What follows belongs to an exercise in optimizing a design on an open flow for small area, a short achievable clock period and few clock cycles; a production flow would make more cautious choices.
No driver is modelled on the clock port, so clocking that relies on it looks cheaper here than on a real chip.

==> flow/design.v <==
module pool1_top (
    input  wire        clk,
    input  wire        rst,
    input  wire [31:0] in_data,
    input  wire        in_valid,
    output wire        in_read,
    output wire [31:0] out_data,
    output wire        out_write,
    input  wire        out_ready
);
    localparam W  = 29;
    localparam NR = 14;          
    localparam RW = 16 * W;      
    reg  [NR*RW-1:0]  lb;        
    reg  [8:0]        cnt;       
    reg               odd;       
    reg  [W-1:0]      res;       
    reg               res_v;
    reg  [3:0]        pause;     
    reg               att;       
    reg  [W-1:0]      iw;        
    reg               iv;
    reg               rd_any;    
    reg               rd_rdy;    
    wire ph   = cnt[4];          
    wire free = ~odd & (cnt == 9'd0);
    wire dblk = odd & ph & res_v;
    wire run  = att & iv & (~dblk | out_ready);
    wire take = in_valid & (rd_any | (rd_rdy & out_ready));
    wire rd_a, rd_b;
    pool1_nand2 u_rd_a (.a(in_valid), .b(rd_any),               .y(rd_a));
    pool1_nand3 u_rd_b (.a(in_valid), .b(rd_rdy), .c(out_ready), .y(rd_b));
    pool1_nand2 u_rd   (.a(rd_a),     .b(rd_b),             .y(in_read));
    wire wr_n;
    pool1_nand2 u_wr_n (.a(res_v), .b(out_ready), .y(wr_n));
    pool1_inv   u_wr   (.a(wr_n), .y(out_write));
    assign out_data  = {3'b000, res};
    wire [W-1:0] first = lb[RW-1 -: W];          
    wire [W-1:0] last  = lb[NR*RW-1 -: W];       
    wire [W-1:0] op    = odd ? last : ph ? first : {W{1'b0}};
    wire [W-1:0] m     = (op >= iw) ? op : iw;
    wire shift = run & ~(odd ^ ph);              
    wire [NR*W-1:0] ring_in;
    wire shift_n = ~shift;
    genvar g, i;
    generate
        for (g = 1; g < NR - 1; g = g + 1) begin : g_mid
            for (i = 0; i < W; i = i + 1) begin : g_bit
                pool1_sel u_sel (
                    .a(lb[(g-1)*RW + (RW-W) + i]), .b(lb[g*RW + (RW-W) + i]),
                    .sa(shift), .sb(shift_n), .y(ring_in[g*W + i])
                );
            end
        end
    endgenerate
    assign ring_in[W-1:0] = (run & ~odd) ? m : first;
    assign ring_in[NR*W-1 -: W] = shift ? lb[(NR-1)*RW-1 -: W] :
                                  (run & odd & ~ph) ? m : last;
    integer k;
    always @(posedge clk)
        for (k = 0; k < NR; k = k + 1)
            lb[k*RW +: RW] <= {lb[k*RW +: RW-W], ring_in[k*W +: W]};
    wire         new_r   = run & odd & ph;
    always @(posedge clk) begin
        if (new_r)
            res <= (m[W-1 -: 3] == 3'b111) ? {W{1'b0}} : m;
        if (take)
            iw <= in_data[31] ? {W{1'b0}} :
                  (in_data[30] | in_data[29]) ? {W{1'b1}} : in_data[W-1:0];
    end
    wire       wrap    = cnt == 9'd447;
    wire [8:0] cnt_n   = ~run ? cnt : wrap ? 9'd0 : cnt + 9'd1;
    wire       odd_n   = odd ^ (run & wrap);
    wire       res_v_n = new_r | (res_v & ~out_ready);
    wire       iv_n    = take | (iv & ~run);
    wire       stop    = att & ~run & ~free;
    wire [3:0] pause_n = stop ? 4'd15 : (pause != 4'd0) ? pause - 4'd1 : 4'd0;
    always @(posedge clk) begin
        if (rst) begin
            cnt   <= 9'd0;
            odd   <= 1'b0;
            res_v <= 1'b0;
            pause <= 4'd0;
            att   <= 1'b1;
            iv    <= 1'b0;
            rd_any <= 1'b1;
            rd_rdy <= 1'b1;
        end else begin
            cnt   <= cnt_n;
            odd   <= odd_n;
            res_v <= res_v_n;
            pause <= pause_n;
            att   <= pause_n == 4'd0;
            iv    <= iv_n;
            rd_any <= ~iv_n | ((pause_n == 4'd0) & ~(odd_n & cnt_n[4] & res_v_n));
            rd_rdy <= pause_n == 4'd0;
        end
    end
endmodule
module pool1_nand2 (
    input  wire a,
    input  wire b,
    output wire y
);
    assign y = ~(a & b);
endmodule
module pool1_nand3 (
    input  wire a,
    input  wire b,
    input  wire c,
    output wire y
);
    assign y = ~(a & b & c);
endmodule
module pool1_inv (
    input  wire a,
    output wire y
);
    assign y = ~a;
endmodule
module pool1_sel (
    input  wire a,
    input  wire b,
    input  wire sa,
    input  wire sb,
    output wire y
);
    assign y = (a & sa) | (b & sb);
endmodule
export LEC_CHECK = 0
export CAP_MARGIN = 20
export CORE_MARGIN = 2
export CORE_UTILIZATION = 40
export SETUP_SLACK_MARGIN = 5
export SLEW_MARGIN = 20
export SYNTH_HIERARCHICAL = 1
create_clock -name core_clock -period 11.0 [get_ports {clk}]
standard.sh (not shown) runs the stock make flow with config.mk's settings and CLKGATE_MAP_FILE= SYNTH_SCRIPT=/design/flow/synth_recipe.tcl, a recipe that flattens the netlist after the stock synthesis.
==> flow/flow/run.sh <==
#!/bin/bash
# Own layout flow: the standard flow (the standard.sh, its synthesis
# unchanged), with these settings:
# - port buffers of the smallest plain buffer; timing repair resizes the
#   ones on critical paths,
# - larger clock-tree sink clusters, of clkbuf_16 only, and no dummy loads,
# - a setup repair margin of 6.4 ns, which reaches only the paths from the
#   handshake inputs to the handshake outputs,
# - after clock-tree synthesis, the two handshake output buffers set to buf_6.
# Every tool's output is in the ORFS logs under orfs/logs; make's own output
# is in standard.log.
export BUFFER_PORTS_ARGS="-buffer_cell sky130_fd_sc_hd__buf_1"
export CTS_ARGS="-sink_clustering_enable -repair_clock_nets -sink_clustering_size 32 -sink_clustering_max_diameter 80 -buf_list sky130_fd_sc_hd__clkbuf_16 -dont_use_dummy_load"
export POST_CTS_TCL="$PWD/flow/post_cts.tcl"
bash standard.sh SETUP_SLACK_MARGIN=6.4 finish > standard.log 2>&1
==> flow/flow/post_cts.tcl <==
# Size the buffers of the handshake outputs for speed: they sit on the
# paths from in_valid/out_ready to in_read/out_write, which set the period.
foreach port {in_read out_write} {
  foreach pin [get_pins -of_objects [get_nets $port]] {
    if {[get_property $pin direction] eq "output"} {
      set cell [get_cells -of_objects $pin]
      puts "post_cts: $port driven by [get_full_name $cell] ([get_property $cell ref_name]) -> sky130_fd_sc_hd__buf_6"
      replace_cell $cell sky130_fd_sc_hd__buf_6
    }
  }
}
detailed_placement
Edit:
--- a/flow/design.v
+++ b/flow/design.v
@@ -15,33 +15,37 @@
     reg  [8:0]        cnt;       
     reg               odd;       
     reg  [W-1:0]      res;       
     reg               res_v;
     reg  [3:0]        pause;     
     reg               att;       
-    reg  [W-1:0]      iw;        
-    reg               iv;
+    reg  [W-1:0]      hq;        
+    reg               hv;
     reg               rd_any;    
     reg               rd_rdy;    
     wire ph   = cnt[4];          
     wire free = ~odd & (cnt == 9'd0);
     wire dblk = odd & ph & res_v;
-    wire run  = att & iv & (~dblk | out_ready);
+    wire run  = att & (hv | in_valid) & (~dblk | out_ready);
     wire take = in_valid & (rd_any | (rd_rdy & out_ready));
     wire rd_a, rd_b;
     pool1_nand2 u_rd_a (.a(in_valid), .b(rd_any),               .y(rd_a));
     pool1_nand3 u_rd_b (.a(in_valid), .b(rd_rdy), .c(out_ready), .y(rd_b));
     pool1_nand2 u_rd   (.a(rd_a),     .b(rd_b),             .y(in_read));
     wire wr_n;
     pool1_nand2 u_wr_n (.a(res_v), .b(out_ready), .y(wr_n));
     pool1_inv   u_wr   (.a(wr_n), .y(out_write));
     assign out_data  = {3'b000, res};
+    wire [W-1:0] xr   = hv ? hq : in_data[W-1:0];
+    wire         xneg = ~hv & in_data[31];
+    wire         xsat = ~hv & ~in_data[31] & (in_data[30] | in_data[29]);
     wire [W-1:0] first = lb[RW-1 -: W];          
     wire [W-1:0] last  = lb[NR*RW-1 -: W];       
     wire [W-1:0] op    = odd ? last : ph ? first : {W{1'b0}};
-    wire [W-1:0] m     = (op >= iw) ? op : iw;
+    wire         ge    = op >= xr;
+    wire [W-1:0] m     = xsat ? {W{1'b1}} : (xneg | ge) ? op : xr;
     wire shift = run & ~(odd ^ ph);              
     wire [NR*W-1:0] ring_in;
     wire shift_n = ~shift;
     genvar g, i;
     generate
         for (g = 1; g < NR - 1; g = g + 1) begin : g_mid
@@ -58,45 +62,46 @@
                                   (run & odd & ~ph) ? m : last;
     integer k;
     always @(posedge clk)
         for (k = 0; k < NR; k = k + 1)
             lb[k*RW +: RW] <= {lb[k*RW +: RW-W], ring_in[k*W +: W]};
     wire         new_r   = run & odd & ph;
+    wire         hold    = take & ~att;      
     always @(posedge clk) begin
         if (new_r)
             res <= (m[W-1 -: 3] == 3'b111) ? {W{1'b0}} : m;
-        if (take)
-            iw <= in_data[31] ? {W{1'b0}} :
+        if (hold)
+            hq <= in_data[31] ? {W{1'b0}} :
                   (in_data[30] | in_data[29]) ? {W{1'b1}} : in_data[W-1:0];
     end
     wire       wrap    = cnt == 9'd447;
     wire [8:0] cnt_n   = ~run ? cnt : wrap ? 9'd0 : cnt + 9'd1;
     wire       odd_n   = odd ^ (run & wrap);
     wire       res_v_n = new_r | (res_v & ~out_ready);
-    wire       iv_n    = take | (iv & ~run);
+    wire       hv_n    = hold | (hv & ~run);
     wire       stop    = att & ~run & ~free;
     wire [3:0] pause_n = stop ? 4'd15 : (pause != 4'd0) ? pause - 4'd1 : 4'd0;
     always @(posedge clk) begin
         if (rst) begin
             cnt   <= 9'd0;
             odd   <= 1'b0;
             res_v <= 1'b0;
             pause <= 4'd0;
             att   <= 1'b1;
-            iv    <= 1'b0;
+            hv    <= 1'b0;
             rd_any <= 1'b1;
             rd_rdy <= 1'b1;
         end else begin
             cnt   <= cnt_n;
             odd   <= odd_n;
             res_v <= res_v_n;
             pause <= pause_n;
             att   <= pause_n == 4'd0;
-            iv    <= iv_n;
-            rd_any <= ~iv_n | ((pause_n == 4'd0) & ~(odd_n & cnt_n[4] & res_v_n));
-            rd_rdy <= pause_n == 4'd0;
+            hv    <= hv_n;
+            rd_any <= ~hv_n & ((pause_n != 4'd0) | ~(odd_n & cnt_n[4] & res_v_n));
+            rd_rdy <= ~hv_n;
         end
     end
 endmodule
 module pool1_nand2 (
     input  wire a,
     input  wire b,
Effect: Global-route usage hardly moves. Setup slack improved by 8.9 ps. Register-to-register slack improved by 30 ps. Wire length is about the same. Count of clock-buffer cells in the layout came out lower by 1. Hold slack improved by 24 ps.
No functional check of the RTL was part of any run of this note.

afterwards: timing with drivers on the ports:
The flow's constraints put no driver on any port. The routed layouts listed below were extracted and timed again, unchanged, in two steps.
Step 1 assumes that a clkbuf_16 drives the clock port and a buf_2 every other input.
Step 2 times the ports against the registers' clock, not the clock port: input delays grow and output delays shrink by t, the midpoint of the rising clock arrivals with the driver on.
Three values: no drivers, after step 1, after step 2; two values: the first two.
| run | shift t [ns] | setup slack, ns | hold WS [ns] | clock arrival spread, ns | worst register clock-pin slew, ns |
|---|---|---|---|---|---|
| the first run | 0.952 | 6.251 / 6.190 / 5.468 | 0.233 / 0.233 / 0.233 | 0.160 / 0.161 | 0.12 / 0.12 |
| the second run | 0.968 | 6.260 / 6.211 / 5.524 | 0.257 / 0.257 / 0.257 | 0.189 / 0.189 | 0.12 / 0.12 |
After both steps every run listed still meets setup and hold. The setup slack of the first run, which loses most, moves by -0.061 ns with the drivers and by -0.783 ns with both steps.
